Context: an optimization exercise on an open-source flow, tuned for small area. The choices shown serve that exercise and are no tape-out recipe.
In this exercise RTL edits were held to simulation tests only and were not proved equivalent to the original.

## datapath
module datapath (
	input         clk,
	input         rst,
	input  [15:0] Instruction,
	input  [15:0] DataInit,
	input         InitSel,
	output [15:0] ALUOut
);
For scale: about 790 cells after synthesis, roughly 260 flip-flops, about 51 I/O pins.
==> module alu, before the edit <==
module alu(
   input  [15:0] A,      
   input  [15:0] B,      
   input  [2:0]  op,     
   input  [3:0]  imm,    
   output [15:0] Out
   );
   wire        sub = ~op[1] & op[0];
   wire [15:0] bx  = B ^ {16{sub}};
   wire [15:0] g = A & bx, p = A ^ bx;
   wire [3:0]  bg, bp;
   wire [4:0]  bc;
   wire [15:0] c;
   assign bc[0] = sub;
   genvar j, m;
   generate
      for (j = 0; j < 4; j = j + 1) begin : g_blk
         assign bg[j] = g[4*j+3] | (p[4*j+3] & (g[4*j+2] | (p[4*j+2] &
                        (g[4*j+1] | (p[4*j+1] & g[4*j])))));
         assign bp[j] = p[4*j+3] & p[4*j+2] & p[4*j+1] & p[4*j];
         assign bc[j+1] = bg[j] | (bp[j] & bc[j]);
         assign c[4*j] = bc[j];
         for (m = 1; m < 4; m = m + 1) begin : g_in
            assign c[4*j+m] = g[4*j+m-1] | (p[4*j+m-1] & c[4*j+m-1]);
         end
      end
   endgenerate
   wire [15:0] sum = p ^ c;
   wire [15:0] lg  = g | ({16{op[0]}} & p);    
   wire right = op[1] ^ op[0];
   wire left  = ~right;
   wire rl    = op[1] & op[0];
   wire fill  = op[1] & ~op[0] & A[15];
   wire [15:0] d [0:4];
   assign d[0] = A;
   genvar s, i;
   generate
      for (s = 0; s < 4; s = s + 1) begin : g_st
         localparam integer SH = 1 << s;
         localparam Q = s & 1;                  
         wire n  = ~imm[s];
         wire l  = left  & imm[s];
         wire r  = right & imm[s];
         wire lr = rl    & imm[s];
         for (i = 0; i < 16; i = i + 1) begin : g_bit
            wire dl, dr, sl;
            if (i >= SH) begin
               assign dl = d[s][i-SH];
               assign sl = l;
            end else if (Q == 0) begin
               assign dl = d[s][i-SH+16];       
               assign sl = lr;
            end else begin
               assign dl = d[s][i-SH+16] | ~rl;  
               assign sl = l;
            end
            if (i + SH <= 15)
               assign dr = d[s][i+SH];
            else
               assign dr = fill ^ Q;            
            assign d[s+1][i] = ~((n & d[s][i]) | (sl & dl) | (r & dr));
         end
      end
   endgenerate
   wire s_sh = op[2], s_lg = ~op[2] & op[1], s_sum = ~op[2] & ~op[1];
   assign Out = ~(({16{s_sh}} & ~d[4]) | ({16{s_lg}} & ~lg) | ({16{s_sum}} & ~sum));
endmodule
==> module Reg_File, before the edit <==
module Reg_File (
	input         Clock,
	input         Reset,
	input         Wen,
	input  [3:0]  RAddr1,
	input  [3:0]  RAddr2,
	input  [3:0]  WAddr,
	input  [15:0] WData,
	output [15:0] RData1,
	output [15:0] RData2
	);
	reg  [15:0] R [1:15];
	reg  [15:1] valid;
	wire [15:1] wsel, s1, s2;
	wire [3:0] wlo, whi, r1lo, r1hi, r2lo, r2hi;
	genvar i;
	generate
		for (i = 0; i < 4; i = i + 1) begin : g_pre
			assign wlo[i]  = (WAddr[1:0] == i);
			assign whi[i]  = Wen & (WAddr[3:2] == i);
			assign r1lo[i] = (RAddr1[1:0] == i);
			assign r1hi[i] = (RAddr1[3:2] == i);
			assign r2lo[i] = (RAddr2[1:0] == i);
			assign r2hi[i] = (RAddr2[3:2] == i);
		end
	endgenerate
	generate
		for (i = 1; i < 16; i = i + 1) begin : g_reg
			assign wsel[i] = wlo[i%4] & whi[i/4];
			assign s1[i]   = valid[i] & r1lo[i%4] & r1hi[i/4];
			assign s2[i]   = valid[i] & r2lo[i%4] & r2hi[i/4];
			always @(posedge Clock or negedge Reset)
				if (!Reset)
					valid[i] <= 1'b0;
				else if (wsel[i])
					valid[i] <= 1'b1;
			always @(posedge Clock)
				if (wsel[i])
					R[i] <= WData;
		end
	endgenerate
	function [15:0] rd(input [15:1] s);
		integer g;
		reg [15:0] grp;
		begin
			rd = 16'd0;
			for (g = 0; g < 5; g = g + 1) begin
				grp = ({16{s[3*g+1]}} & R[3*g+1]) |
				      ({16{s[3*g+2]}} & R[3*g+2]) |
				      ({16{s[3*g+3]}} & R[3*g+3]);
				rd = rd | grp;
			end
		end
	endfunction
	assign RData1 = rd(s1);
	assign RData2 = rd(s2);
endmodule
clock: 12.0 ns
lec_check: 0
cap_margin: 10
core_margin: 2
core_utilization: 40
place_density: 0.55
slew_margin: 10
standard.sh (not shown) runs the stock make flow with config.mk's settings and CLKGATE_MAP_FILE= SYNTH_SCRIPT=/design/flow/synth_recipe.tcl, a recipe that flattens the netlist after the stock synthesis.
==> flow/flow/run.sh <==
#!/bin/bash
# ORFS synthesis with an area-oriented abc script (registers as in the
# standard synthesis), then the standard layout with smaller port buffers
# and a clock tree without dummy loads. Each tool's output goes to its own
# log in this folder (and ORFS's per-step logs under orfs/logs).
set -euo pipefail
W=$(pwd)

bash standard.sh synth \
  SYNTH_SCRIPT=$W/flow/synth.tcl MY_ABC_SCRIPT=$W/flow/area.abc \
  > $W/flow_synth.log 2>&1

bash standard.sh finish \
  "BUFFER_PORTS_ARGS=-buffer_cell sky130_fd_sc_hd__buf_1" \
  "CTS_ARGS=-sink_clustering_enable -repair_clock_nets -dont_use_dummy_load -buf_list sky130_fd_sc_hd__clkbuf_4 -sink_clustering_size 10 -sink_clustering_max_diameter 40" \
  > $W/flow_finish.log 2>&1
==> flow/flow/area.abc <==
&get -n; &st; &nf -a -R 1000; &put
==> flow/flow/synth.tcl <==
proc synth {args} { yosys synth -nofsm -noshare {*}$args }
proc abc {args} {
  set i [lsearch -exact $args -script]
  if { $i >= 0 && [info exists ::env(MY_ABC_SCRIPT)] } { lset args [expr {$i + 1}] $::env(MY_ABC_SCRIPT) }
  yosys abc {*}$args
}
source $::env(SCRIPTS_DIR)/synth.tcl
# left out here: clear keep_hierarchy, flatten, clean up, hide names made inside functions, write 1_2_yosys.v
Change:
--- a/flow/design.v
+++ b/flow/design.v
@@ -6,28 +6,10 @@
    output [15:0] Out
    );
    wire        sub = ~op[1] & op[0];
    wire [15:0] bx  = B ^ {16{sub}};
-   wire [15:0] g = A & bx, p = A ^ bx;
-   wire [3:0]  bg, bp;
-   wire [4:0]  bc;
-   wire [15:0] c;
-   assign bc[0] = sub;
-   genvar j, m;
-   generate
-      for (j = 0; j < 4; j = j + 1) begin : g_blk
-         assign bg[j] = g[4*j+3] | (p[4*j+3] & (g[4*j+2] | (p[4*j+2] &
-                        (g[4*j+1] | (p[4*j+1] & g[4*j])))));
-         assign bp[j] = p[4*j+3] & p[4*j+2] & p[4*j+1] & p[4*j];
-         assign bc[j+1] = bg[j] | (bp[j] & bc[j]);
-         assign c[4*j] = bc[j];
-         for (m = 1; m < 4; m = m + 1) begin : g_in
-            assign c[4*j+m] = g[4*j+m-1] | (p[4*j+m-1] & c[4*j+m-1]);
-         end
-      end
-   endgenerate
-   wire [15:0] sum = p ^ c;
-   wire [15:0] lg  = g | ({16{op[0]}} & p);    
+   wire [15:0] sum = A + bx + {15'd0, sub};
+   wire [15:0] lg  = op[0] ? (A | B) : (A & B);
    wire right = op[1] ^ op[0];
    wire left  = ~right;
    wire rl    = op[1] & op[0];
    wire fill  = op[1] & ~op[0] & A[15];
@@ -78,25 +60,14 @@
 	);
 	reg  [15:0] R [1:15];
 	reg  [15:1] valid;
 	wire [15:1] wsel, s1, s2;
-	wire [3:0] wlo, whi, r1lo, r1hi, r2lo, r2hi;
 	genvar i;
 	generate
-		for (i = 0; i < 4; i = i + 1) begin : g_pre
-			assign wlo[i]  = (WAddr[1:0] == i);
-			assign whi[i]  = Wen & (WAddr[3:2] == i);
-			assign r1lo[i] = (RAddr1[1:0] == i);
-			assign r1hi[i] = (RAddr1[3:2] == i);
-			assign r2lo[i] = (RAddr2[1:0] == i);
-			assign r2hi[i] = (RAddr2[3:2] == i);
-		end
-	endgenerate
-	generate
 		for (i = 1; i < 16; i = i + 1) begin : g_reg
-			assign wsel[i] = wlo[i%4] & whi[i/4];
-			assign s1[i]   = valid[i] & r1lo[i%4] & r1hi[i/4];
-			assign s2[i]   = valid[i] & r2lo[i%4] & r2hi[i/4];
+			assign wsel[i] = Wen & (WAddr == i);
+			assign s1[i]   = valid[i] & (RAddr1 == i);
+			assign s2[i]   = valid[i] & (RAddr2 == i);
 			always @(posedge Clock or negedge Reset)
 				if (!Reset)
 					valid[i] <= 1'b0;
 				else if (wsel[i])
What happened:
- first-iteration DRC count came out higher by roughly a tenth
- core utilization decreases by 1.3 points
- worst setup slack gets better by 1.0 ns
- clock skew fell by 0.087 ns
- via count increases by a few percent
- die area came out higher slightly

-- static timing again, ports no longer ideal --
In the flow no input, the clock included, has a driving cell. The finished layouts below were timed again as built, in two steps. Step 1 (the two cells are an assumption about what drives the block):
set clk [get_ports {clk}]
set_driving_cell -lib_cell sky130_fd_sc_hd__clkbuf_16 $clk
set_driving_cell -lib_cell sky130_fd_sc_hd__buf_2 [delete_from_list [all_inputs] $clk]
Step 2 moves the port delays by t, midway between the first and last clock arrival at a register: inputs arrive t later, outputs are due t later. That takes back most of the time a late clock gives input paths. Slacks: no drivers / after step 1 / after step 2; pairs: no drivers / after step 1.
run | shift t [ns] | setup slack, ns | worst setup path at the end | cell pins on the clock port's net
the first run | 0.668 | 0.939 / 0.905 / 0.905 | input to output | 1
the second run | 0.660 | 1.979 / 1.954 / 1.954 | input to output | 1
After both steps setup and hold are still met in every run listed. The setup slack of the first run, which loses most, moves by -0.034 ns with the drivers and by -0.034 ns with both steps.
